What follows belongs to an exercise in optimizing a design on an open flow for small area, a short achievable clock period and few clock cycles per item; a production flow would make more cautious choices.
Function was checked by simulation only, so behaviour that the tests miss may differ from the original.

Design dot_product, start of the top module:
module dot_product #(
  parameter ADDR_WIDTH = 5,
  parameter WIDTH = 32
) (
  input clk,
  input rst,
  input [ADDR_WIDTH:0] len,
  input [WIDTH-1:0] a_data,
  input a_valid,
  output reg a_ready,
  input [WIDTH-1:0] b_data,
  input b_valid,
  output reg b_ready,
  output [WIDTH-1:0] c_data,
  output reg c_valid,
  input c_ready
);
reg [WIDTH-1:0] a_r;
reg a_full, b_full;
reg [ADDR_WIDTH:0] len_r;
reg [ADDR_WIDTH:0] n;
reg m_v, m_first, m_last;
reg [WIDTH-1:0] acc;
reg rst_d;
wire a_en = !a_full || b_full;
wire b_en = !b_full || a_full;
wire a_fire = a_valid && a_en;
wire b_fire = b_valid && b_en;
wire pair = a_full && b_full;
wire last = n == len_r - 1'b1;
wire a_full_nx = a_fire || (a_full && !pair);
wire b_full_nx = b_fire || (b_full && !pair);
assign c_data = acc;
always @(posedge clk) if (a_en || rst) a_r <= (a_valid && !rst) ? a_data : {WIDTH{1'b0}};
reg [15:0] b_one, b_two, b_neg;
wire [32:0] bx = {b_data, 1'b0};
wire [15:0] e_one, e_two, e_neg;
genvar gi;
generate for (gi = 0; gi < 16; gi = gi + 1) begin : benc
  assign e_one[gi] = bx[2*gi+1] ^ bx[2*gi];
  assign e_two[gi] = (bx[2*gi+2] & ~bx[2*gi+1] & ~bx[2*gi]) | (~bx[2*gi+2] & bx[2*gi+1] & bx[2*gi]);
  assign e_neg[gi] = bx[2*gi+2];
end endgenerate
always @(posedge clk) if (b_en || rst) begin
  b_one <= (b_valid && !rst) ? e_one : 16'd0;
  b_two <= (b_valid && !rst) ? e_two : 16'd0;
  b_neg <= e_neg;
end
wire pp0_0 = (b_one[0] & a_r[0]) ^ b_neg[0];
wire pp0_1 = ((b_one[0] & a_r[1]) | (b_two[0] & a_r[0])) ^ b_neg[0];
wire pp0_2 = ((b_one[0] & a_r[2]) | (b_two[0] & a_r[1])) ^ b_neg[0];
wire pp0_3 = ((b_one[0] & a_r[3]) | (b_two[0] & a_r[2])) ^ b_neg[0];
wire pp0_4 = ((b_one[0] & a_r[4]) | (b_two[0] & a_r[3])) ^ b_neg[0];
wire pp0_5 = ((b_one[0] & a_r[5]) | (b_two[0] & a_r[4])) ^ b_neg[0];
wire pp0_6 = ((b_one[0] & a_r[6]) | (b_two[0] & a_r[5])) ^ b_neg[0];
wire pp0_7 = ((b_one[0] & a_r[7]) | (b_two[0] & a_r[6])) ^ b_neg[0];
wire pp0_8 = ((b_one[0] & a_r[8]) | (b_two[0] & a_r[7])) ^ b_neg[0];
wire pp0_9 = ((b_one[0] & a_r[9]) | (b_two[0] & a_r[8])) ^ b_neg[0];
wire pp0_10 = ((b_one[0] & a_r[10]) | (b_two[0] & a_r[9])) ^ b_neg[0];
wire pp0_11 = ((b_one[0] & a_r[11]) | (b_two[0] & a_r[10])) ^ b_neg[0];
wire pp0_12 = ((b_one[0] & a_r[12]) | (b_two[0] & a_r[11])) ^ b_neg[0];
wire pp0_13 = ((b_one[0] & a_r[13]) | (b_two[0] & a_r[12])) ^ b_neg[0];
  ...
Settings: LEC_CHECK=0, CAP_MARGIN=20, CORE_MARGIN=2, CORE_UTILIZATION=40, CTS_CLUSTER_DIAMETER=80, CTS_CLUSTER_SIZE=20, PLACE_DENSITY=0.6, SLEW_MARGIN=20; clock period 10.0 ns.
standard.sh (not shown) runs the stock make flow with config.mk's settings and CLKGATE_MAP_FILE= SYNTH_SCRIPT=/design/flow/synth_recipe.tcl, a recipe that flattens the netlist after the stock synthesis.
==> flow/flow/run.sh <==
#!/bin/bash
# Own layout flow: the standard layout (standard synthesis, floorplan,
# placement, CTS, routing) run through standard.sh, with extra make settings
# read from flow/make_args.txt (one VAR=value per line). They set how hard
# timing repair works (a setup slack margin, so that repair keeps shortening
# the critical paths after the 10 ns clock is met) and which buffer cell
# buffers the ports. The design's clock and I/O constraints are unchanged.
# make's full output goes to flow_make.log here; each ORFS step also keeps
# its own log under orfs/logs/.
set -euo pipefail
cd "$(dirname "$0")/.."
args=()
while IFS= read -r line || [[ -n "$line" ]]; do
  [[ -z "$line" || "$line" == \#* ]] && continue
  args+=("$line")
done < flow/make_args.txt
bash standard.sh "${args[@]}" finish > flow_make.log 2>&1
==> flow/flow/make_args.txt <==
SETUP_SLACK_MARGIN=6.6
BUFFER_PORTS_ARGS=-buffer_cell sky130_fd_sc_hd__buf_2
The starting point completed without violations.
Testbench counts at the start, summed over its fixed seeds: cycles 10,109, items 512.
Change:
==> flow/flow/make_args.txt (replaced) <==
SETUP_SLACK_MARGIN=6.55
BUFFER_PORTS_ARGS=-buffer_cell sky130_fd_sc_hd__buf_2
Settings changed: CAP_MARGIN 20 to 5, CTS_CLUSTER_DIAMETER 80 to default, CTS_CLUSTER_SIZE 20 to default, SLEW_MARGIN 20 to 5.
After rerunning: The new run produced a clean layout. Utilization rose by 0.39 points. Worst setup slack is better by 16 ps. Die area does not change. Global-route usage barely changes.
Change:
==> flow/flow/make_args.txt (replaced) <==
SETUP_SLACK_MARGIN=6.6
BUFFER_PORTS_ARGS=-buffer_cell sky130_fd_sc_hd__buf_2
Settings changed: CORE_UTILIZATION 40 to 45, PLACE_DENSITY 0.6 to 0.55.
The new run completed with no timing, DRC or antenna violations.
Synthesized cell count does not change.
Die area falls by 11%.
Count of clock-buffer cells in the layout is lower by 7.
Wire length drops by 1.4%.

========
JK:
dot_product, a different RTL version from the one above (not shown whole).
Size: roughly 1800 cells after synthesis, roughly 240 flip-flops, roughly 110 I/O pins, about 19000 µm² of cells after synthesis.
Settings: LEC_CHECK=0, CAP_MARGIN=20, CORE_MARGIN=2, CORE_UTILIZATION=40, PLACE_DENSITY=0.6, SLEW_MARGIN=20; clock period 10.0 ns.
==> flow/flow/make_args.txt <==
SETUP_SLACK_MARGIN=6.8
BUFFER_PORTS_ARGS=-buffer_cell sky130_fd_sc_hd__buf_2
Scripts as last shown in full above: flow/flow/run.sh
Testbench counts of JK, summed over its fixed seeds: cycles 10,109, items 512.
--- input diff JK..MS ---
==> flow/flow/run.sh <==
#!/bin/bash
# Own layout flow: the standard layout (standard synthesis, floorplan,
# placement, CTS, routing) with the timing repair steps aiming at a setup
# slack margin below the clock period, so that repair keeps shortening the
# critical paths instead of stopping once the 10 ns clock is met.
# The design's clock and I/O constraints are used unchanged.
set -euo pipefail
cd "$(dirname "$0")/.."
MARGIN=$(cat flow/margin.txt)
bash standard.sh SETUP_SLACK_MARGIN="$MARGIN" finish > flow_make.log 2>&1
==> flow/flow/margin.txt (new file) <==
7.0
removed: flow/flow/make_args.txt
Notes after the runs:
What JK reported for clock-buffer cell count has to be multiplied by 0.914 to get the figure for MS. Compared with JK, MS shows a higher clock skew. Delta (MS minus JK): routed wire length higher; clock period minus worst slack picked up an extra 0.014 ns; timing-limited maximum frequency shrank by about 0.4%.
#### Input delta (AL over MS)
-- flow/config.mk --
<<< MS, line 9
export CORE_MARGIN = 2
export CORE_UTILIZATION = 40
export PLACE_DENSITY = 0.6
export SLEW_MARGIN = 20
>>> AL, line 9
export CORE_MARGIN = 2
export CORE_UTILIZATION = 40
export CTS_CLUSTER_DIAMETER = 100
export CTS_CLUSTER_SIZE = 30
export PLACE_DENSITY = 0.6
export SLEW_MARGIN = 20
Results
- Looking at the reports, AL completed the entire flow and the layout it produced met the timing, design-rule and antenna checks.
- On global-route usage, AL tracks MS almost exactly.
- Number of nets in the final layout, AL and MS: higher on MS
- [compare] base=MS new=AL: non-clock buffer count now larger, mean number of vias per cell went up 0.021.
- Maximum net fanout on the critical path came out exactly the same in AL and MS.
diff inputs: AL => TR
==> flow/flow/run.sh <==
#!/bin/bash
# Own layout flow: the standard layout (standard synthesis, floorplan,
# placement, CTS, routing) run through standard.sh, with extra make settings
# read from flow/make_args.txt (one VAR=value per line). They set how hard
# timing repair works (a setup slack margin, so that repair keeps shortening
# the critical paths after the 10 ns clock is met) and which buffer cell
# buffers the ports. The design's clock and I/O constraints are unchanged.
# make's full output goes to flow_make.log here; each ORFS step also keeps
# its own log under orfs/logs/.
set -euo pipefail
cd "$(dirname "$0")/.."
args=()
while IFS= read -r line || [[ -n "$line" ]]; do
  [[ -z "$line" || "$line" == \#* ]] && continue
  args+=("$line")
done < flow/make_args.txt
bash standard.sh "${args[@]}" finish > flow_make.log 2>&1
==> flow/flow/make_args.txt (new file) <==
SETUP_SLACK_MARGIN=6.3
BUFFER_PORTS_ARGS=-buffer_cell sky130_fd_sc_hd__buf_2
-- flow/config.mk --
<<< AL, line 9
export CORE_MARGIN = 2
export CORE_UTILIZATION = 40
export CTS_CLUSTER_DIAMETER = 100
export CTS_CLUSTER_SIZE = 30
export PLACE_DENSITY = 0.6
export SLEW_MARGIN = 20
>>> TR, line 9
export CORE_MARGIN = 2
export CORE_UTILIZATION = 40
export PLACE_DENSITY = 0.6
export SLEW_MARGIN = 20
removed: flow/flow/margin.txt
Notes after the runs:
- Summary of TR over AL: xor/xnor cell area share of the yosys netlist flat; number of buffers on the longest clock path barely changed.
- TR was carried through to the last stage, and its layout satisfied the timing, design-rule and antenna checks.
- In the metrics for AL and TR, the one carrying the higher minimum setup slack in the final design is AL.
- Critical path startpoint: m_6_1$_DFF_P_ -> AL, m_8_0$_DFF_P_ -> TR

what the ideal ports hide:
No port has a modelled driver above. Below, the same layouts with a new extraction and two added sets of constraints.
Step 1 assumes that a clkbuf_16 drives the clock port and a buf_2 every other input.
Step 2, shift: input delay + t, output delay - t, t = (earliest + latest rising clock arrival at the registers) / 2. This alone moves slack from input paths to output paths.
Slacks: ideal ports / drivers / drivers and shift; pairs: ideal ports / drivers.
run	t (ns)	setup slack, ns	clock arrival spread, ns	worst data-port slew with drivers (ns)
the first run of note 1	0.585	6.658 / 6.658 / 6.564	0.034 / 0.034	0.05
the second run of note 1	0.617	6.674 / 6.674 / 6.493	0.016 / 0.016	0.05
the third run of note 1	0.627	6.662 / 6.662 / 6.636	0.009 / 0.008	0.05
JK	0.617	6.520 / 6.520 / 6.520	0.015 / 0.015	0.05
MS	0.619	6.506 / 6.506 / 6.506	0.025 / 0.024	0.06
AL	0.554	6.528 / 6.528 / 6.528	0.032 / 0.032	0.06
TR	0.609	6.326 / 6.326 / 6.326	0.015 / 0.015	0.05
After both steps every run listed still meets setup and hold. The setup slack of the second run of note 1, which loses most, moves by 0.000 ns with the drivers and by -0.181 ns with both steps.
